What follows belongs to an exercise in optimizing a design on an open flow for small area, a short achievable clock period and few clock cycles per item; a production flow would make more cautious choices. RTL that was checked went through simulation tests only; none was proved equivalent to the original. Function not checked in runs 2 to 6: the RTL went through the layout flow alone. No activity file was given, so power comes from the tool's default toggle rates.

<file path="flow/config.mk">
export PLATFORM = sky130hd
export DESIGN_NAME = tick_pipeline
export DESIGN_NICKNAME = tick_pipeline
export VERILOG_FILES = /design/flow/design.v
export SDC_FILE = /design/flow/constraint.sdc
export NUM_CORES = 4
export LEC_CHECK = 0
export CAP_MARGIN = 20
export CORE_MARGIN = 2
export CORE_UTILIZATION = 65
export CTS_BUF_LIST = sky130_fd_sc_hd__clkbuf_4 sky130_fd_sc_hd__clkbuf_8
export SETUP_SLACK_MARGIN = 2.0
export SLEW_MARGIN = 20
</file>
<file path="flow/constraint.sdc">
create_clock -name core_clock -period 5.5 [get_ports {clk}]
set_input_delay 1.1000 -clock core_clock [delete_from_list [all_inputs] [get_ports {clk}]]
set_output_delay 1.1000 -clock core_clock [all_outputs]
set_load 0.01 [all_outputs]
</file>
<file path="flow/design.v">
`timescale 1ns/1ps
module ma_core_ema(clk, upd, ld, in_price, out_avg);
  parameter ALPHA_SH = 4;
  localparam W = 32 + ALPHA_SH;
  input clk;
  input upd;                
  input ld;                 
  input  [31:0] in_price;
  output [31:0] out_avg;
  reg [31:0] out_avg;
  wire [W-1:0] x_ext = {{ALPHA_SH{in_price[31]}}, in_price};
  wire [W-1:0] x_shl = {in_price, {ALPHA_SH{1'b0}}};
  wire [W-1:0] a_ext = {{ALPHA_SH{out_avg[31]}}, out_avg};
  wire [W-1:0] a_shl = {out_avg, {ALPHA_SH{1'b0}}};
  wire [W-1:0] t;
  wire [W-1:0] opx = ({W{upd}} & x_ext) | ({W{ld}} & x_shl);
  generate
    if (ALPHA_SH == 1) begin : g_two
      wire [W-1:0] opa = ({W{upd}} & a_ext) | ({W{~upd & ~ld}} & a_shl);
      assign t = opx + opa;
    end else begin : g_csa
      wire [W-1:0] p = {W{~ld}} & a_shl;
      wire [W-1:0] n = {W{upd}} & ~a_ext;
      wire [W-1:0] s = opx ^ p ^ n;
      wire [W-1:0] c = (opx & p) | (opx & n) | (p & n);
      assign t = s + {c[W-2:0], upd};
    end
  endgenerate
  always @(posedge clk)
    out_avg <= t[W-1:ALPHA_SH];
endmodule
`timescale 1ns/1ps
module tick_pipeline(
  clk, rst, in_valid, in_price, out_valid, out_signal, fast_dbg, slow_dbg
);
  parameter FAST_ALPHA_SH = 1;
  parameter SLOW_ALPHA_SH = 6;
  input clk;
  input rst;
  input in_valid;
  input  [31:0] in_price;
  output        out_valid;
  output [1:0]  out_signal;
  output [31:0] fast_dbg;
  output [31:0] slow_dbg;
  reg        seeded;
  reg        tick_upd, tick_ld;
  reg [31:0] tick_x;
  wire accept = in_valid & ~rst;
  wire seen   = seeded | tick_upd | tick_ld;
  always @(posedge clk) begin
    tick_upd <= accept & seen;
    tick_ld  <= accept & ~seen;
    tick_x   <= in_price;
    seeded   <= ~rst & seen;
  end
  reg out_valid_r;
  reg [1:0] signal_r;
  wire [31:0] fast_avg, slow_avg;
  ma_core_ema #(.ALPHA_SH(FAST_ALPHA_SH)) u_fast (
    .clk(clk), .upd(tick_upd), .ld(tick_ld),
    .in_price(tick_x), .out_avg(fast_avg)
  );
  ma_core_ema #(.ALPHA_SH(SLOW_ALPHA_SH)) u_slow (
    .clk(clk), .upd(tick_upd), .ld(tick_ld),
    .in_price(tick_x), .out_avg(slow_avg)
  );
  always @(posedge clk) begin
    out_valid_r <= (tick_upd | tick_ld) & ~rst;
    if (!tick_upd)
      signal_r <= 2'b00;
    else if (fast_avg > slow_avg)
      signal_r <= 2'b01;
    else if (fast_avg < slow_avg)
      signal_r <= 2'b11;
    else
      signal_r <= 2'b00;
  end
  assign out_valid  = out_valid_r;
  assign out_signal = signal_r;
  assign fast_dbg   = fast_avg;
  assign slow_dbg   = slow_avg;
endmodule
</file>
<file path="flow/flow/run.sh">
#!/bin/bash
set -euo pipefail
bash standard.sh "BUFFER_PORTS_ARGS=-buffer_cell sky130_fd_sc_hd__buf_1" finish > flow.log 2>&1
</file>
<file path="flow/standard.sh">
#!/bin/bash
# synth_recipe.tcl (not shown) runs the flow's synth.tcl, then flattens the netlist and writes it again
# the make line also repeats each setting of config.mk as NAME=value (left out here)
make -C /OpenROAD-flow-scripts/flow DESIGN_CONFIG=/design/flow/config.mk WORK_HOME=/design/flow/orfs CLKGATE_MAP_FILE= SYNTH_SCRIPT=/design/flow/synth_recipe.tcl "${@:-finish}"
</file>
==> qor.txt, run 1 <==
Status: complete, no violations
Hold path startpoint: seeded
Ys async rst share: 0
Final Power: 4.50 mW
Violation count after the first detailed-route iteration: 481
Die X: 115 um
Slew Limit Fails: 0
Synthesis-stage register bit count: 102
Dpl cell area: 8560 um2
Initial core utilization: 0.667
Synthesized Nets: 1,121
Post-synthesis cell type count: 57
Post-Syn Instances: 949
Pre-CTS WS: 1.42 ns
CP Launch Point: tick_upd
Die height: 115 um
Maximum clock rate: 296 MHz
Crit path buffers/inverters: 2
CTS buffer count: 9
Worst EP arrival: 3.65 ns
Worst-path cell chain: buf_6, nand2_1, fa_1, inv_1, ha_1, and3_1, a211o_1, a31o_2, a21oi_4, o21ai_1, nor4b_2, a311oi_2, xor2_1
Initial antenna violation count: 0
Synth Area in Adders: 0.243
Layout Nets: 1,223
Clock-pin slew on the worst setup and hold paths: 0.10 ns
Routed wire length per instance: 17.7 um
Avg Synthesized Cell Area: 8.48 um2
Max cap viols: 0
CP Class: flop to flop
Synth Area in XOR/XNOR: 0.0686
CP top delay family: compound AO/OA/AOI/OAI gates
Syn Std Cell Area: 8050 um2
Mux cell area share after synthesis: 0
Detail Route Antenna Nets: 0
PortBufs: 101
CP endpoint kind: flop
Slew Limit Headroom: 0.664
Synth Area in Compound Gates: 0.209
First-pass DRT Iterations: 5
Req. time, crit path: 5.77 ns
Slew @ Worst Pin: 0.500 ns
Min Tclk post-route: 3.38 ns
H-tree depth: 3
Grt ovf: 0
First-pass GRT wire length: 33,700 um
Leakage power: 4.70 nW
RSZ-0062 raised after global routing: yes
Clock Sink Count: 102
HP Class: flop to flop
Clk root buf: clkbuf_8
# IOs: 102
Synth Flop Type: dfxtp_1
Final Worst Setup Slack: 2.12 ns
Filler cell count: 991
Combinational family with the most area after synthesis: adder cells
Residual DRC: 0
Worst-skew pair later-pin latency: 0.40 ns
Post-Synth Simple-Gate Area: 0.188
Power Density: 496 nW/um2
Core box area: 12,100 um2
Worst path slowest cell: fa_1
Fin area: 9070 um2
CTS tree: yes
Fraction of layout cells with a size suffix above 1: 0.0712
GR Util All Layers: 0.330
Period utilisation layout: 0.615
Synth Warn #: 3
Sequential area share after synthesis: 0.254
Commonest cells after routing, fill and taps aside: nand2_1, buf_1, dfxtp_1, ha_1, a21oi_1
Detailed placer's ending HPWL: 16,700 um
Largest net degree at the start of global routing: 33
Worst Path Max Fanout: 15
RePlAce Congestion: 0.970
Vias: 7,257
Final WL: 21,700 um
R2r setup slk: 2.12 ns
# rows: 40
Number of global-route vias before repair: 6,916
Clock buffer depth: 2
RR Startpoint: tick_upd
Biggest cell delay along the critical path: 0.48 ns
Antenna diodes: 0
Maximum VDD drop: 0.313 mV
Final hold vios: 0
Post-synth EDFFs: 0
Via density: 5.94
Setup TNS: 0 ns
Most common cell after layout, fill and taps aside: nand2_1
CP Launch Type: flop
Die ar.: 13,300 um2
Area Growth Syn to Fin: 12.7%
Finish-stage setup viols: 0
Final setup skew: 0.0147 ns
[through the flow]
stage	hold WS [ns]	util	std cells
after floorplan	0.399	-	949
after global placement	0.397	0.710	1193
after detailed placement	0.405	0.710	1193
after CTS	0.420	0.730	1211
after global routing	0.470	0.752	1222
final	0.430	0.752	1222
[power breakdown]
group          switching (mW)  internal [mW]  leakage [nW]  total (mW)
sequential              0.318           1.01         0.859        1.33
clock                   0.266          0.217        0.0980       0.484
combinational            1.55           1.14          3.74        2.68
total                    2.13           2.36          4.70        4.50
[worst paths after layout]
| check | endpoint | cells past startpoint |
|---|---|---|
| setup / recovery | u_slow.out_avg[25] | 13 |
| hold / removal | tick_ld | 1 |
| setup reg to reg | u_slow.out_avg[25] | 13 |
| hold reg to reg | tick_ld | 1 |
[cells in the mapped netlist, types with 2 or more instances]
library cell,instances,area share
dfxtp_1,102,0.25
a211oi_1,4,0.0037
a41o_1,2,0.0025
nor2b_1,41,0.032
a22o_1,31,0.034
and3_1,10,0.0078
o21bai_1,9,0.0084
o21a_1,5,0.0047
o31ai_1,3,0.0028
a21oi_1,67,0.042
xnor2_1,41,0.045
buf_1,4,0.0019
a211o_1,3,0.0033
o21ai_0,31,0.019
o21ai_1,8,0.0050
fa_1,32,0.080
or3_1,2,0.0016
a31o_2,2,0.0022
nor4_1,4,0.0031
ha_1,105,0.16
nand2_1,142,0.066
a41oi_2,2,0.0040
and2_1,7,0.0054
a21o_1,46,0.043
xor2_1,22,0.024
nand3_1,18,0.011
nand2b_1,16,0.012
inv_1,50,0.023
nor3b_1,2,0.0019
a31oi_1,5,0.0039
nor3_1,8,0.0050
or2_2,2,0.0016
a311oi_1,2,0.0022
clkbuf_1,25,0.012
o211ai_1,8,0.0075
nand4_1,13,0.010
a221oi_1,2,0.0022
nor2_1,53,0.025
nor4b_1,2,0.0022
[logic make-up after synthesis]
family	after synthesis
buffers and inverters	80
xor gates and xnor gates	63
DFF	102
AOI/OAI and AO/OA	244
adders and majority gates	137
and+or+nand+nor	323
[metal layers]
| layer | GRT usage | part of all wire | vias up |
|---|---|---|---|
| li1 | - | - | 3522 |
| met1 | 0.378 | 0.40 | 3351 |
| met2 | 0.585 | 0.50 | 309 |
| met3 | 0.0543 | 0.055 | 75 |
| met4 | 0.183 | 0.050 | 0 |
| met5 | 0 | 0 | - |
[flip-flops by register name (all words and copies together), names as in the netlist]
signal          flops
signal_r            2
u_slow.out_avg     32
tick_upd            1
seeded              1
tick_ld             1
out_valid_r         1
u_fast.out_avg     32
tick_x             32
[cell type report]
class	count	area [um2]	area share
multi-input combinational	768	5890	0.650
sequential	102	2050	0.226
timing repair buffer	119	541	0.0596
tap	168	210	0.0232
inverter	51	191	0.0211
clock buffer	10	138	0.0152
clock inverter	4	48.8	0.00538
[repair_timing]
action,in CTS,in global routing
gates cloned,0,1
setup buffers,4,10
pin swaps,1,6
setup endpoints to repair,38,21
resized for setup,4,35
hold buffers,0,0
endpoints found under the hold margin,0,0
[worst register-to-register path, stage by stage (launching register included)]
cell	delay, ns
dfxtp_4	0.43
buf_6	0.21
nand2_1	0.09
fa_1	0.48
inv_1	0.04
ha_1	0.30
and3_1	0.17
a211o_1	0.35
a31o_2	0.32
a21oi_4	0.21
o21ai_1	0.14
nor4b_2	0.27
a311oi_2	0.09
xor2_1	0.16
Testbench counts, summed over its fixed seeds: cycles 32,016, items 32,000.
==> run 2: changes to the inputs <==
--- a/flow/design.v
+++ b/flow/design.v
@@ -1,29 +1,45 @@
 `timescale 1ns/1ps
-module ma_core_ema(clk, upd, ld, in_price, out_avg);
+module ma_core_ema(clk, rst, in_valid, seeded, in_price, out_avg);
   parameter ALPHA_SH = 4;
+  parameter NC = 4;
   localparam W = 32 + ALPHA_SH;
   input clk;
-  input upd;                
-  input ld;                 
-  input  [31:0] in_price;
+  input rst;
+  input in_valid;           
+  input seeded;             
+  input  [31:0] in_price;   
   output [31:0] out_avg;
   reg [31:0] out_avg;
+  reg [NC-1:0] upd_c, ld_c;
+  wire [NC-1:0] seen_c = {NC{seeded}} | upd_c | ld_c;
+  always @(posedge clk) begin
+    upd_c <= {NC{in_valid & ~rst}} & seen_c;
+    ld_c  <= {NC{in_valid & ~rst}} & ~seen_c;
+  end
+  wire [W-1:0] upd, ld;
+  genvar i;
+  generate
+    for (i = 0; i < W; i = i + 1) begin : g_mode
+      assign upd[i] = upd_c[i * NC / W];
+      assign ld[i]  = ld_c[i * NC / W];
+    end
+  endgenerate
   wire [W-1:0] x_ext = {{ALPHA_SH{in_price[31]}}, in_price};
   wire [W-1:0] x_shl = {in_price, {ALPHA_SH{1'b0}}};
   wire [W-1:0] a_ext = {{ALPHA_SH{out_avg[31]}}, out_avg};
   wire [W-1:0] a_shl = {out_avg, {ALPHA_SH{1'b0}}};
   wire [W-1:0] t;
-  wire [W-1:0] opx = ({W{upd}} & x_ext) | ({W{ld}} & x_shl);
+  wire [W-1:0] opx = (upd & x_ext) | (ld & x_shl);
   generate
     if (ALPHA_SH == 1) begin : g_two
-      wire [W-1:0] opa = ({W{upd}} & a_ext) | ({W{~upd & ~ld}} & a_shl);
+      wire [W-1:0] opa = (upd & a_ext) | (~upd & ~ld & a_shl);
       assign t = opx + opa;
     end else begin : g_csa
-      wire [W-1:0] p = {W{~ld}} & a_shl;
-      wire [W-1:0] n = {W{upd}} & ~a_ext;
+      wire [W-1:0] p = ~ld & a_shl;
+      wire [W-1:0] n = upd & ~a_ext;
       wire [W-1:0] s = opx ^ p ^ n;
       wire [W-1:0] c = (opx & p) | (opx & n) | (p & n);
-      assign t = s + {c[W-2:0], upd};
+      assign t = s + {c[W-2:0], upd[0]};
     end
   endgenerate
   always @(posedge clk)
@@ -57,12 +73,12 @@
   reg out_valid_r;
   reg [1:0] signal_r;
   wire [31:0] fast_avg, slow_avg;
-  ma_core_ema #(.ALPHA_SH(FAST_ALPHA_SH)) u_fast (
-    .clk(clk), .upd(tick_upd), .ld(tick_ld),
+  ma_core_ema #(.ALPHA_SH(FAST_ALPHA_SH), .NC(2)) u_fast (
+    .clk(clk), .rst(rst), .in_valid(in_valid), .seeded(seeded),
     .in_price(tick_x), .out_avg(fast_avg)
   );
-  ma_core_ema #(.ALPHA_SH(SLOW_ALPHA_SH)) u_slow (
-    .clk(clk), .upd(tick_upd), .ld(tick_ld),
+  ma_core_ema #(.ALPHA_SH(SLOW_ALPHA_SH), .NC(4)) u_slow (
+    .clk(clk), .rst(rst), .in_valid(in_valid), .seeded(seeded),
     .in_price(tick_x), .out_avg(slow_avg)
   );
   always @(posedge clk) begin
==> flow/flow/run.sh (replaced) <==
#!/bin/bash
set -euo pipefail
bash standard.sh "BUFFER_PORTS_ARGS=-buffer_cell sky130_fd_sc_hd__buf_2" finish > flow.log 2>&1
--- a/flow/config.mk
+++ b/flow/config.mk
@@ -7,7 +7,6 @@
 export LEC_CHECK = 0
 export CAP_MARGIN = 20
 export CORE_MARGIN = 2
-export CORE_UTILIZATION = 65
-export CTS_BUF_LIST = sky130_fd_sc_hd__clkbuf_4 sky130_fd_sc_hd__clkbuf_8
-export SETUP_SLACK_MARGIN = 2.0
+export CORE_UTILIZATION = 40
+export SETUP_SLACK_MARGIN = 2.5
 export SLEW_MARGIN = 20
==> qor.txt, run 2 <==
Status: complete, no violations
Worst EP arrival: 3.38 ns
Detailed placer's ending HPWL: 19,400 um
Post-synth top cells: dfxtp_1, ha_1, nor2_1
Cell taking the most area after synthesis: dfxtp_1
Post-synth EDFFs: 0
Top layer used by detailed routing: met4
Worst-skew pair later-pin latency: 0.43 ns
Worst path slowest cell: fa_1
Min Tclk post-route: 3.01 ns
DR WL met3: 1130 um
Fraction of layout cells with a size suffix above 1: 0.250
Violation count after the first detailed-route iteration: 406
Req. time, crit path: 5.87 ns
CP Class: flop to flop
Worst-path cell chain: a22o_1, fa_1, ha_4, a21oi_2, nor2_1, a211oi_2, o21ai_2, a31oi_4, buf_12, o21ai_4, or4_1, nand4_1
Synthesis-stage register bit count: 114
Clock Sink Count: 114
Number of global-route vias before repair: 7,669
Clock-pin slew on the worst setup and hold paths: 0.06 ns
H-tree depth: 4
Grt ovf: 0
Synthesized Nets: 1,172
Area Growth Syn to Fin: 24.8%
CP endpoint kind: flop
Hold Path Depth: 2
Synth Warn #: 3
GR Util All Layers: 0.218
HP Class: flop to flop
DR WL met2: 13,100 um
Final WL: 26,000 um
RePlAce Congestion: 0.849
Final setup skew: 0.00889 ns
Hold path startpoint: tick_ld
Avg Synthesized Cell Area: 8.77 um2
Slew @ Worst Pin: 0.665 ns
Worst-case reg-to-reg path depth: 12
Routed wire length per instance: 18.4 um
Initial antenna violation count: 1
Die height: 152 um
Max cap viols: 0
Clock buffer depth: 2
Maximum VDD drop: 0.267 mV
CTS buffer count: 17
CP top delay family: compound AO/OA/AOI/OAI gates
RSZ-0062 raised after global routing: yes
Via density: 5.55
Post-Syn Instances: 1,000
Sequential area share after synthesis: 0.260
Biggest cell delay along the critical path: 0.59 ns
Final hold vios: 0
Finish-stage setup viols: 0
First-pass DRT Iterations: 5
CTS tree: yes
First-pass GRT wire length: 40,400 um
Setup TNS: 0 ns
Die X: 152 um
Detail Route Antenna Nets: 0
Top cells by area, synth: dfxtp_1, ha_1, a22o_1
Core box area: 21,700 um2
Initial core utilization: 0.405
RR Startpoint: tick_x[10]
Vias: 7,843
Maximum clock rate: 332 MHz
Crit path buffers/inverters: 1
Leakage power: 5.13 nW
Slew Limit Fails: 0
Power Density: 523 nW/um2
Post-CTS Hold Buffers: 0
Synth top area share: 0.260
PortBufs: 101
Synth Flop Type: dfxtp_1
Period utilisation layout: 0.547
Top flop regs: tick_x: 32 flops, u_fast.out_avg: 32 flops, u_slow.out_avg: 32 flops
CP Launch Type: flop
Cell depth of the worst setup path: 12
Layout Nets: 1,293
Hold WS: 0.488 ns
Residual DRC: 0
Clk root buf: clkbuf_16
Worst Path Max Fanout: 8
Slew Limit Headroom: 0.557
Largest net degree at the start of global routing: 36
Antenna diodes: 0
Most frequent cell after synthesis: dfxtp_1
Die ar.: 23,100 um2
# rows: 54
Most common cell after layout, fill and taps aside: buf_2
CP Launch Point: tick_x[10]
Commonest cells after routing, fill and taps aside: buf_2, dfxtp_1, a22o_1, ha_1, nor2_1
Ys async rst share: 0
# IOs: 102
Syn Std Cell Area: 8770 um2
Met1 WL: 11,400 um
Post-synthesis cell type count: 65
[run 2: where the power goes]
part           leakage, nW  internal, mW  switching (mW)
combinational         3.88          1.40            1.67
sequential           0.963          1.11           0.390
clock                0.284         0.743           0.412
[run 2: what timing repair did]
action,in CTS,in global routing
pin swaps,16,39
endpoints found under the hold margin,0,0
setup endpoints to repair,45,29
setup buffers,11,25
resized for setup,53,77
gates cloned,1,1
[run 2: cell families (layout without fill, tap and decap cells)]
logic type,after synthesis,count (layout),synth area share
AO/OA/AOI/OAI,299,299,0.248
XOR/XNOR,56,56,0.0559
adder cells (fa/ha/maj),137,137,0.223
buffers and inverters,98,230,0.0429
flip-flops,114,114,0.260
multiplexers,3,3,0.00342
AND/OR/NAND/NOR,293,294,0.167
[run 2: worst paths after layout]
path	end	slack [ns]
max	u_slow.out_avg[26]	2.49
min	out_valid_r	0.49
max reg2reg	u_slow.out_avg[26]	2.49
min reg2reg	out_valid_r	0.49
[run 2: worst min-delay path: cells and delay by family, from the launching register on]
family / cells / cell delay (ns)
DFF: 1 / 0.31
and+or+nand+nor: 2 / 0.12
[run 2: final cells by class]
type | instances | area (um2)
clock buffers | 22 | 474
clock inverters | 9 | 130
repair buffers | 140 | 876
inverters | 59 | 225
multi-input cells | 789 | 6560
well taps | 280 | 350
flip-flops and latches | 114 | 2330
fillers | 2042 | 10700
[run 2: metrics by stage]
stage,std cells,utilization,setup WS (ns),area [um2],total power [mW]
after floorplan,1000,-,2.43,8810,3.37
after global placement,1344,0.439,1.89,9510,4.20
after detailed placement,1344,0.439,1.84,9510,4.23
after CTS,1387,0.481,2.49,10400,5.56
after global routing,1413,0.505,2.37,10900,6.16
final,1413,0.505,2.49,10900,5.72
[run 2: per-layer routing]
metal,track usage,vias to the layer above
met4,0.0538,0
li1,-,3867
met2,0.384,193
met3,0.0431,30
met5,0,-
met1,0.275,3753
==> run 3: changes to the inputs <==
--- a/flow/config.mk
+++ b/flow/config.mk
@@ -8,5 +8,5 @@
 export CAP_MARGIN = 20
 export CORE_MARGIN = 2
 export CORE_UTILIZATION = 40
-export SETUP_SLACK_MARGIN = 2.5
+export SETUP_SLACK_MARGIN = 1.5
 export SLEW_MARGIN = 20
==> qor.txt, run 3 <==
Clock-pin slew on the worst setup and hold paths: 0.06 ns
Req. time, crit path: 5.86 ns
Most common cell after layout, fill and taps aside: dfxtp_1
Synth Warn #: 3
Worst Path Max Fanout: 22
CP Class: flop to flop
First-pass GRT wire length: 39,000 um
Syn Std Cell Area: 8770 um2
Power Density: 522 nW/um2
Via density: 5.52
CTS tree: yes
CTS buffer count: 17
Antenna diodes: 0
Die ar.: 23,100 um2
Slew @ Worst Pin: 1.01 ns
Die X: 152 um
Area Growth Syn to Fin: 14.3%
Grt ovf: 0
Slew Limit Fails: 0
Post-synth EDFFs: 0
First-pass DRT Iterations: 5
DR WL met3: 1270 um
Ys async rst share: 0
Post-Syn Instances: 1,000
Synth top area share: 0.260
Top layer used by detailed routing: met4
Cell taking the most area after synthesis: dfxtp_1
Synthesized Nets: 1,172
Hold WS: 0.492 ns
Biggest cell delay along the critical path: 0.69 ns
Max cap viols: 0
DR WL met2: 12,000 um
Maximum clock rate: 270 MHz
Initial core utilization: 0.405
Residual DRC: 0
Hold Path Depth: 2
CP endpoint kind: flop
Number of global-route vias before repair: 7,363
Dpl cell area: 9490 um2
Final hold vios: 0
H-tree depth: 4
Violation count after the first detailed-route iteration: 495
Fraction of layout cells with a size suffix above 1: 0.141
Routed wire length per instance: 17.8 um
Synth Flop Type: dfxtp_1
Setup Fix Bufs, Post-CTS: 0
Finish-stage setup viols: 0
Worst path slowest cell: dfxtp_1
Final Worst Setup Slack: 1.80 ns
Detailed placer's ending HPWL: 19,300 um
Status: complete, no violations
Slew Limit Headroom: 0.321
Final setup skew: 0.00854 ns
Leakage power: 4.89 nW
Most frequent cell after synthesis: dfxtp_1
Maximum VDD drop: 0.261 mV
Avg Synthesized Cell Area: 8.77 um2
# rows: 54
Layout Nets: 1,255
Final WL: 24,400 um
Vias: 7,584
Period utilisation layout: 0.673
Clk root buf: clkbuf_16
Commonest cells after routing, fill and taps aside: dfxtp_1, ha_1, buf_2, a22o_1, nor2_1
Initial antenna violation count: 0
Top cells by area, synth: dfxtp_1, ha_1, a22o_1
Met1 WL: 10,800 um
Largest net degree at the start of global routing: 36
Top flop regs: tick_x: 32 flops, u_fast.out_avg: 32 flops, u_slow.out_avg: 32 flops
CP Launch Type: flop
Die height: 152 um
Pre-CTS WS: 1.85 ns
Worst-skew pair later-pin latency: 0.42 ns
Post-synth top cells: dfxtp_1, ha_1, nor2_1
CTS resizes: 0
Post-synthesis cell type count: 65
Synthesis-stage register bit count: 114
Post-CTS Hold Buffers: 0
# IOs: 102
Final Power: 5.23 mW
Sequential area share after synthesis: 0.260
Min Tclk post-route: 3.70 ns
RePlAce Congestion: 0.832
RSZ-0062 raised after global routing: no
Worst EP arrival: 4.06 ns
Clock Sink Count: 114
Fin area: 10,000 um2
Setup TNS: 0 ns
Worst-path cell chain: a22oi_1, fa_1, inv_1, ha_1, nand4_1, a211oi_1, nor3_1, o21ai_2, a31oi_4, o21ai_2, or4_1, nand4_1
PortBufs: 101
Worst-case reg-to-reg path depth: 12
HP Class: flop to flop
Core box area: 21,700 um2
Clock buffer depth: 2
Detail Route Antenna Nets: 0
GR Util All Layers: 0.211
run 3: cell count changes in the layout (fill, tap and decap cells not counted), moves of 5 or more:
cell | before | now
nor3_2 | 5 | 0
nor3_1 | 15 | 20
a21oi_1 | 51 | 67
buf_4 | 28 | 2
ha_4 | 15 | 0
o21ai_0 | 33 | 39
dfxtp_4 | 10 | 0
dfxtp_2 | 11 | 0
ha_1 | 86 | 105
dfxtp_1 | 93 | 114
clkinvlp_4 | 5 | 0
a21oi_2 | 17 | 1
run 3: per-stage QoR:
step,util,cells
finish,0.462,1373
detailed placement,0.438,1344
global route,0.462,1373
CTS,0.462,1373
global placement,0.438,1344
floorplan,-,1000
run 3: final timing paths:
kind	end	startpoint	slack (ns)
setup / recovery	u_slow.out_avg[26]	u_slow.upd_c[0]	1.80
hold / removal	seeded	tick_ld	0.49
setup reg to reg	u_slow.out_avg[26]	u_slow.upd_c[0]	1.80
hold reg to reg	seeded	tick_ld	0.49
run 3: final cells by class:
type | instances | area (um2)
Clock buffer | 22 | 474
Clock inverter | 7 | 60.1
Fill cell | 2141 | 11700
Inverter | 59 | 221
Multi-Input combinational cell | 788 | 6120
Sequential cell | 114 | 2280
Tap cell | 280 | 350
Timing Repair Buffer | 103 | 520
run 3: cells by family after synthesis:
logic type               synth area share
flip-flops                          0.260
multiplexers                      0.00342
AO/OA/AOI/OAI                       0.248
buffers and inverters              0.0429
adder cells (fa/ha/maj)             0.223
AND/OR/NAND/NOR                     0.167
XOR/XNOR                           0.0559
run 3: worst max-delay path: cells and delay by family, from the launching register on:
family                   cells  cell delay [ns]
AO/OA/AOI/OAI                5             0.93
adder cells (fa/ha/maj)      2             0.90
AND/OR/NAND/NOR              4             1.07
flip-flops                   1             0.69
buffers and inverters        1             0.04
run 3: where the power goes:
part / switching (mW) / total [mW] / leakage [nW] / internal, mW
Sequential: 0.384 / 1.49 / 0.956 / 1.11
Clock: 0.392 / 1.03 / 0.271 / 0.643
Combinational: 1.52 / 2.71 / 3.66 / 1.18
run 3: routing by layer:
layer,up-vias,track usage
met2,204,0.366
met5,-,0
met1,3565,0.266
met3,30,0.0468
met4,0,0.0530
li1,3785,-
==> run 4: changes to the inputs <==
--- a/flow/config.mk
+++ b/flow/config.mk
@@ -8,5 +8,5 @@
 export CAP_MARGIN = 20
 export CORE_MARGIN = 2
 export CORE_UTILIZATION = 40
-export SETUP_SLACK_MARGIN = 1.5
+export SETUP_SLACK_MARGIN = 2.0
 export SLEW_MARGIN = 20
==> qor.txt, run 4 <==
Status: complete, no violations
PortBufs: 101
Leakage power: 4.91 nW
First-pass DRT Iterations: 6
Die X: 152 um
Final setup skew: 0.00899 ns
Seq pwr share: 0.285
Synth Flop Type: dfxtp_1
Number of global-route vias before repair: 7,376
Slew @ Worst Pin: 0.716 ns
CP Launch Point: u_slow.upd_c[0]
Synth top area share: 0.260
Setup TNS: 0 ns
Largest net degree at the start of global routing: 36
Min Tclk post-route: 3.36 ns
Req. time, crit path: 5.86 ns
Post-CTS Hold Buffers: 0
Synth Warn #: 3
Cell taking the most area after synthesis: dfxtp_1
Clock buffer depth: 2
Post-synthesis cell type count: 65
Initial core utilization: 0.405
Syn Std Cell Area: 8770 um2
Placed Instances: 1,344
Worst EP arrival: 3.72 ns
Initial antenna violation count: 0
RePlAce Congestion: 0.832
Hold path startpoint: tick_ld
Synthesized Nets: 1,172
Grt ovf: 0
Worst-case reg-to-reg path depth: 12
Clock Power Share: 0.197
GR Util All Layers: 0.211
Fraction of layout cells with a size suffix above 1: 0.151
Net Sw Frac: 0.439
R2r setup slk: 2.14 ns
Fin area: 10,100 um2
CTS tree: yes
First-pass GRT wire length: 39,000 um
Detailed placer's ending HPWL: 19,300 um
Synthesis-stage register bit count: 114
Layout Nets: 1,258
Clock-pin slew on the worst setup and hold paths: 0.06 ns
Antenna diodes: 0
Top flop regs: tick_x: 32 flops, u_fast.out_avg: 32 flops, u_slow.out_avg: 32 flops
P_sw: 2.30 mW
Dpl cell area: 9490 um2
Maximum clock rate: 297 MHz
Power Density: 520 nW/um2
Via density: 5.51
Core box area: 21,700 um2
Post-synth top cells: dfxtp_1, ha_1, nor2_1
CP Launch Type: flop
Final Power: 5.23 mW
# rows: 54
Commonest cells after routing, fill and taps aside: dfxtp_1, ha_1, buf_2, a22o_1, nor2_1
Period utilisation layout: 0.611
Final Worst Setup Slack: 2.14 ns
Max cap viols: 0
Ys async rst share: 0
RSZ-0062 raised after global routing: yes
Finish-stage setup viols: 0
CP Class: flop to flop
Detail Route Antenna Nets: 0
Worst-skew pair later-pin latency: 0.42 ns
Area Growth Syn to Fin: 14.7%
Most common cell after layout, fill and taps aside: dfxtp_1
Vias: 7,587
CTS buffer count: 17
Maximum VDD drop: 0.262 mV
Gate power share: 0.517
Hold WS: 0.491 ns
Die height: 152 um
P_int: 2.93 mW
Final WL: 24,500 um
Violation count after the first detailed-route iteration: 478
Layout Utilization: 0.464
Residual DRC: 0
Avg Synthesized Cell Area: 8.77 um2
Worst Path Max Fanout: 22
Post-Layout Cell Count: 1,376
Final hold vios: 0
CP endpoint kind: flop
Slew Limit Fails: 0
Routed wire length per instance: 17.8 um
Clk root buf: clkbuf_16
H-tree depth: 4
Clock Sink Count: 114
Post-synth EDFFs: 0
Sequential area share after synthesis: 0.260
Hold Path Depth: 2
Pre-CTS WS: 1.85 ns
Most frequent cell after synthesis: dfxtp_1
RR Startpoint: u_slow.upd_c[0]
HP Class: flop to flop
Post-Syn Instances: 1,000
Top cells by area, synth: dfxtp_1, ha_1, a22o_1
Die ar.: 23,100 um2
# IOs: 102
Slew Limit Headroom: 0.523
## run 4: worst max-delay path, cell delays in order, from the launching register on
cell,delay [ns]
dfxtp_2,0.52
a22oi_1,0.17
fa_1,0.55
inv_1,0.04
ha_1,0.34
nand4_1,0.13
a211oi_1,0.07
nor3_2,0.32
o21ai_2,0.15
a31oi_4,0.34
o21ai_2,0.14
or4_1,0.42
nand4_1,0.10
## run 4: worst paths after layout
check                  endpoint
max          u_slow.out_avg[26]
min                      seeded
max reg2reg  u_slow.out_avg[26]
min reg2reg              seeded
## run 4: what timing repair did
action | 4_1_cts | 5_1_grt
gates cloned | 0 | 1
endpoints found under the setup margin | 20 | 22
resized for setup | 4 | 7
pin swaps | 0 | 1
buffers inserted | 0 | 2
## run 4: final cells by class
class / count / area, um2
Clock buffer: 22 / 474
Clock inverter: 7 / 60.1
Fill cell: 2136 / 11600
Inverter: 59 / 221
Multi-Input combinational cell: 789 / 6140
Sequential cell: 114 / 2290
Tap cell: 280 / 350
Timing Repair Buffer: 105 / 536
## run 4: cells by family (layout without fill, tap and decap cells)
logic type | after synthesis | count (layout) | synth area share
AOI/OAI and AO/OA | 299 | 299 | 0.248
xor gates and xnor gates | 56 | 56 | 0.0559
adders and majority gates | 137 | 137 | 0.223
buffers and inverters | 98 | 193 | 0.0429
DFF | 114 | 114 | 0.260
muxes | 3 | 3 | 0.00342
and+or+nand+nor | 293 | 294 | 0.167
## run 4: per-layer routing
metal  share of wire  GRT usage  vias to the layer above  wire length [um]
met5               0          0                        -                 0
met2            0.49      0.366                      200             12000
met4           0.014     0.0530                        0               348
li1                -          -                     3796                 -
met3           0.053     0.0468                       26              1290
met1            0.44      0.267                     3565             10900
## run 4: power groups by stage
| stage | Sequential (mW) | Clock (mW) | Combinational, mW |
|---|---|---|---|
| finish | 1.49 | 1.03 | 2.71 |
| global route | 1.53 | 1.09 | 3.07 |
| CTS | 1.50 | 1.05 | 2.72 |
| detailed placement | 1.51 | 0 | 2.70 |
| global placement | 1.52 | 0 | 2.66 |
| floorplan | 1.43 | 0 | 1.92 |
==> run 5: changes to the inputs <==
--- a/flow/config.mk
+++ b/flow/config.mk
@@ -8,5 +8,5 @@
 export CAP_MARGIN = 20
 export CORE_MARGIN = 2
 export CORE_UTILIZATION = 40
-export SETUP_SLACK_MARGIN = 2.0
+export SETUP_SLACK_MARGIN = 3.0
 export SLEW_MARGIN = 20
==> qor.txt, run 5 <==
Area Growth Syn to Fin: 39.1%
Biggest cell delay along the critical path: 0.49 ns
Worst EP arrival: 3.33 ns
Detailed placer's ending HPWL: 19,400 um
GR Util All Layers: 0.231
Final hold vios: 0
Synth top area share: 0.260
CP top delay family: compound AO/OA/AOI/OAI gates
Power Density: 519 nW/um2
Hold WS: 0.491 ns
Die X: 152 um
Fraction of layout cells with a size suffix above 1: 0.370
Period utilisation layout: 0.544
Setup TNS: 0 ns
Layout Utilization: 0.563
Syn Std Cell Area: 8770 um2
CP Class: flop to flop
Top cells by area, synth: dfxtp_1, ha_1, a22o_1
Slew Limit Headroom: 0.562
Register area: 2350 um2
CP endpoint kind: flop
Number of global-route vias before repair: 8,013
Final Worst Setup Slack: 2.51 ns
Via density: 5.67
Largest net degree at the start of global routing: 35
Cell taking the most area after synthesis: dfxtp_1
Leakage power: 5.56 nW
H-tree depth: 4
Avg Synthesized Cell Area: 8.77 um2
Die ar.: 23,100 um2
Initial core utilization: 0.405
Antenna diodes: 0
Ys async rst share: 0
Synthesized Nets: 1,172
Grt ovf: 0
RePlAce Congestion: 0.878
RSZ-0062 raised after global routing: yes
Crit path buffers/inverters: 4
Initial antenna violation count: 0
Clock Sink Count: 114
Placed Instances: 1,344
R2r setup slk: 2.51 ns
Violation count after the first detailed-route iteration: 485
Worst-path cell chain: buf_4, a22o_1, fa_1, ha_4, inv_1, o31ai_1, o21a_1, a31oi_4, buf_4, buf_6, o21bai_4, xor2_1
Sequential area share after synthesis: 0.260
Final WL: 28,000 um
Routed wire length per instance: 19.0 um
Detail Route Antenna Nets: 0
Core box area: 21,700 um2
First-pass GRT wire length: 42,700 um
Post-synthesis cell type count: 65
Top flop regs: tick_x: 32 flops, u_fast.out_avg: 32 flops, u_slow.out_avg: 32 flops
Slew @ Worst Pin: 0.658 ns
Most frequent cell after synthesis: dfxtp_1
Commonest cells after routing, fill and taps aside: buf_2, dfxtp_1, a22o_1, nor2_1, ha_1
Post-synth top cells: dfxtp_1, ha_1, nor2_1
Max cap viols: 0
Slew Limit Fails: 0
Post-CTS Hold Buffers: 0
Post-synth EDFFs: 0
Clk root buf: clkbuf_16
Final setup skew: 0.0118 ns
Pre-CTS WS: 2.05 ns
Post-Syn Instances: 1,000
Post-Layout Cell Count: 1,470
Worst-skew pair later-pin latency: 0.43 ns
Die height: 152 um
Reg-to-reg endpoint: u_slow.out_avg[16]
Maximum clock rate: 334 MHz
Maximum VDD drop: 0.247 mV
Clock-pin slew on the worst setup and hold paths: 0.06 ns
Worst-case reg-to-reg path depth: 12
Area of the multi-input gates: 7230 um2
Crit path capture: u_slow.out_avg[16]
PortBufs: 101
CP Launch Point: u_slow.ld_c[2]
Finish-stage setup viols: 0
Clock buffer depth: 2
CTS buffer count: 17
Synth Flop Type: dfxtp_1
Most common cell after layout, fill and taps aside: buf_2
First-pass DRT Iterations: 7
Worst Path Max Fanout: 7
Residual DRC: 0
Min Tclk post-route: 2.99 ns
Req. time, crit path: 5.84 ns
Layout Nets: 1,349
Filler cell count: 1,902
RR Startpoint: u_slow.ld_c[2]
# IOs: 102
Worst path slowest cell: fa_1
# rows: 54
Synth Warn #: 3
HP Class: flop to flop
Synthesis-stage register bit count: 114
CP Launch Type: flop
CTS tree: yes
Cell depth of the worst setup path: 12
Status: complete, no violations
Critical Path Most Common Cell: buf_4
Vias: 8,341
-- run 5: cell counts after synthesis --
Identical to the previous run, type by type.
-- run 5: kinds of logic after synthesis --
kind of cell | share of synthesized area
buffers and inverters | 0.0429
muxes | 0.00342
adders and majority gates | 0.223
DFF | 0.260
xor gates and xnor gates | 0.0559
and+or+nand+nor | 0.167
AOI/OAI and AO/OA | 0.248
-- run 5: tightest hold or removal path: stages (launching register included) --
cell and delay, ns:
dfxtp_1 0.33, nor2_1 0.06, nor2_1 0.07
-- run 5: through the flow --
stage | power [mW] | instance area (um2)
6_report | 6.33 | 12200
5_1_grt | 6.78 | 12200
4_1_cts | 5.96 | 11400
3_5_place_dp | 4.36 | 9740
3_3_place_gp | 4.33 | 9740
2_1_floorplan | 3.53 | 9190
-- run 5: worst min-delay path by stage --
stage	cells after the start	end	from	slack, ns
global placement	2	out_valid_r	tick_ld	0.48
CTS	2	out_valid_r	tick_ld	0.49
finish	2	out_valid_r	tick_ld	0.49
floorplan	2	out_valid_r	tick_ld	0.44
global route	2	out_valid_r	tick_ld	0.52
detailed placement	2	out_valid_r	tick_ld	0.48
-- run 5: timing repair --
| item | 4_1_cts | 5_1_grt |
|---|---|---|
| setup buffers | 55 | 36 |
| resized for setup | 130 | 137 |
| pin swaps | 76 | 85 |
| gates cloned | 3 | 0 |
| hold endpoints to repair | 0 | 0 |
| setup endpoints to repair | 56 | 50 |
-- run 5: layer usage --
metal | wire length [um] | vias up | track usage
li1 | - | 3979 | -
met1 | 11700 | 4028 | 0.287
met2 | 14100 | 271 | 0.405
met3 | 1450 | 63 | 0.0471
met4 | 724 | 0 | 0.0645
met5 | 0 | - | 0
-- run 5: cell type report --
type	instances	share of cell area
clock buffers	17	0.0349
flip-flops and latches	114	0.193
repair buffers	196	0.116
well taps	280	0.0287
multi-input cells	789	0.592
clock inverters	15	0.0178
inverters	59	0.0181
-- run 5: where the power goes --
part | switching [mW] | total (mW) | internal (mW)
combinational | 1.89 | 3.59 | 1.71
clock | 0.466 | 1.24 | 0.772
sequential | 0.396 | 1.50 | 1.11
==> run 6: changes to the inputs <==
==> flow/flow/run.sh (replaced) <==
#!/bin/bash
set -euo pipefail
bash standard.sh "BUFFER_PORTS_ARGS=-buffer_cell sky130_fd_sc_hd__buf_1" finish > flow.log 2>&1
--- a/flow/config.mk
+++ b/flow/config.mk
@@ -7,6 +7,7 @@
 export LEC_CHECK = 0
 export CAP_MARGIN = 20
 export CORE_MARGIN = 2
-export CORE_UTILIZATION = 40
-export SETUP_SLACK_MARGIN = 3.0
+export CORE_UTILIZATION = 65
+export CTS_BUF_LIST = sky130_fd_sc_hd__clkbuf_4 sky130_fd_sc_hd__clkbuf_8
+export SETUP_SLACK_MARGIN = 2.0
 export SLEW_MARGIN = 20
==> qor.txt, run 6 <==
Synthesis-stage register bit count: 114
Residual DRC: 0
Fraction of layout cells with a size suffix above 1: 0.0584
Filler cell count: 1,091
Clk root buf: clkbuf_8
Req. time, crit path: 5.91 ns
P_sw: 2.27 mW
R2r setup slk: 2.12 ns
Most common cell after layout, fill and taps aside: dfxtp_1
H-tree depth: 4
Violation count after the first detailed-route iteration: 647
Status: complete, no violations
Worst Path Max Fanout: 22
Min Tclk post-route: 3.38 ns
Worst-skew pair later-pin latency: 0.47 ns
Fin area: 9620 um2
Final hold vios: 0
Final setup skew: 0.00922 ns
Slew @ Worst Pin: 0.627 ns
Grt ovf: 0
Gate power share: 0.545
Sequential area share after synthesis: 0.260
# rows: 42
RSZ-0062 raised after global routing: yes
Via density: 6.21
CP Class: flop to flop
Area Growth Syn to Fin: 9.63%
PortBufs: 101
Final Power: 4.90 mW
Post-synthesis cell type count: 65
Vias: 7,893
Setup Fix Bufs, Post-CTS: 0
Seq pwr share: 0.303
Cell taking the most area after synthesis: dfxtp_1
Synth top area share: 0.260
Antenna diodes: 0
Die X: 120 um
Syn Std Cell Area: 8770 um2
Clock-pin slew on the worst setup and hold paths: 0.07 ns
Maximum clock rate: 296 MHz
Finish-stage setup viols: 0
Detailed placer's ending HPWL: 17,900 um
CTS buffer count: 17
Die height: 120 um
Top cells by area, synth: dfxtp_1, ha_1, a22o_1
Post-Syn Instances: 1,000
Detail Route Antenna Nets: 0
Final WL: 23,300 um
Routed wire length per instance: 18.3 um
# IOs: 102
Most frequent cell after synthesis: dfxtp_1
Post-synth top cells: dfxtp_1, ha_1, nor2_1
Core box area: 13,200 um2
CP Launch Point: u_slow.upd_c[0]
Maximum VDD drop: 0.340 mV
P_int: 2.62 mW
Clock buffer depth: 2
Period utilisation layout: 0.614
First-pass DRT Iterations: 5
RR Startpoint: u_slow.upd_c[0]
Net Sw Frac: 0.464
Clock Power Share: 0.152
Top flop regs: tick_x: 32 flops, u_fast.out_avg: 32 flops, u_slow.out_avg: 32 flops
Largest net degree at the start of global routing: 36
First-pass GRT wire length: 36,200 um
Die ar.: 14,400 um2
CTS tree: yes
Avg Synthesized Cell Area: 8.77 um2
HP Class: flop to flop
Slew Limit Headroom: 0.581
Commonest cells after routing, fill and taps aside: dfxtp_1, ha_1, buf_1, a22o_1, nor2_1
Synthesized Nets: 1,172
Hold WS: 0.507 ns
Slew Limit Fails: 0
Ys async rst share: 0
Clock Sink Count: 114
RePlAce Congestion: 0.976
Dpl cell area: 9230 um2
Leakage power: 4.52 nW
Worst EP arrival: 3.79 ns
Hold path startpoint: tick_ld
Power Density: 509 nW/um2
GR Util All Layers: 0.324
Setup TNS: 0 ns
Max cap viols: 0
Initial antenna violation count: 0
Synth Warn #: 3
Number of global-route vias before repair: 7,154
Final Worst Setup Slack: 2.12 ns
Pre-CTS WS: 1.84 ns
CP Launch Type: flop
Layout Nets: 1,255
Synth Flop Type: dfxtp_1
CP endpoint kind: flop
Initial core utilization: 0.665
Post-synth EDFFs: 0
[run 6: cell count changes in the layout (fill, tap and decap cells not counted), moves of 31 or more]
cell | previous run | this run
buf_6 | 31 | 0
buf_2 | 101 | 0
ha_4 | 32 | 0
buf_1 | 0 | 101
ha_1 | 63 | 105
buf_4 | 60 | 2
[run 6: worst paths after layout]
check,to,cells past startpoint
worst min register to register,out_valid_r,2
worst max-delay path,u_slow.out_avg[26],12
worst min-delay path,out_valid_r,2
worst max register to register,u_slow.out_avg[26],12
[run 6: per-layer routing]
metal  track usage  share of wire  vias up
met2         0.567           0.50      337
met1         0.392           0.41     3715
li1              -              -     3774
met5             0              0        -
met4         0.124          0.032        0
met3        0.0646          0.063       67
[run 6: layout make-up]
cell class | count | area, um2 | area share
clock buffer | 26 | 339 | 0.0352
clock inverter | 5 | 25.0 | 0.00260
inverter | 59 | 221 | 0.0230
multi-input combinational | 788 | 6130 | 0.637
sequential | 114 | 2290 | 0.238
tap | 176 | 220 | 0.0229
timing repair buffer | 103 | 394 | 0.0410
[run 6: cell families after synthesis]
logic type	share of synthesized area
AO/OA/AOI/OAI	0.248
AND/OR/NAND/NOR	0.167
adder cells (fa/ha/maj)	0.223
flip-flops	0.260
buffers and inverters	0.0429
XOR/XNOR	0.0559
multiplexers	0.00342
[run 6: critical path, stage by stage, from the launching register on]
cell      delay, ns
dfxtp_2        0.53
a22oi_1        0.17
fa_1           0.55
inv_1          0.04
ha_1           0.35
nand4_1        0.14
a211oi_1       0.06
nor3_2         0.30
o21ai_2        0.15
a31oi_4        0.37
o21ai_2        0.15
or4_1          0.41
nand4_1        0.09
[run 6: power groups by stage]
stage | Combinational, mW | Sequential, mW | Clock, mW
6_report | 2.67 | 1.48 | 0.746
5_1_grt | 2.98 | 1.50 | 0.785
4_1_cts | 2.66 | 1.47 | 0.753
3_5_place_dp | 2.63 | 1.49 | 0
3_3_place_gp | 2.58 | 1.49 | 0
2_1_floorplan | 1.92 | 1.43 | 0
[run 6: repair_timing]
action | in CTS | in global routing
hold buffers | 0 | 0
endpoints found under the hold margin | 0 | 0
setup endpoints to repair | 12 | 20
gates resized for setup | 3 | 8
[run 6: stage by stage]
step,std cells,util
global route,1271,0.729
CTS,1271,0.728
detailed placement,1240,0.700
finish,1271,0.729
floorplan,1000,-
global placement,1240,0.700

[afterwards: timing with drivers on the ports]
The results above use ideal ports. As a check the final layouts listed here were re-extracted and re-timed, cells and wires unchanged. Step 1: set_driving_cell puts a clkbuf_16 on clk and a buf_2 on each other input, an assumption about the parent block. Step 2, shift: input delay + t, output delay - t, t = (earliest + latest rising clock arrival at the registers) / 2. This alone moves slack from input paths to output paths. Slacks: ideal / step 1 / step 2; pairs: ideal / step 1.
run	t (ns)	setup slack, ns	latest minus earliest clock arrival (ns)	slew at the worst register clock pin (ns)	cell pins on the clock port's net
run 1	0.426	2.117 / 2.117 / 2.117	0.015 / 0.015	0.10 / 0.10	1
run 2	0.471	2.490 / 2.490 / 2.490	0.009 / 0.009	0.06 / 0.06	1
run 3	0.464	1.798 / 1.798 / 1.798	0.009 / 0.009	0.06 / 0.06	1
run 4	0.465	2.138 / 2.138 / 2.138	0.010 / 0.010	0.06 / 0.06	1
run 5	0.472	2.509 / 2.509 / 2.509	0.012 / 0.012	0.06 / 0.06	1
run 6	0.508	2.123 / 2.123 / 2.123	0.011 / 0.011	0.07 / 0.07	1
After both steps setup and hold are still met in every run listed.
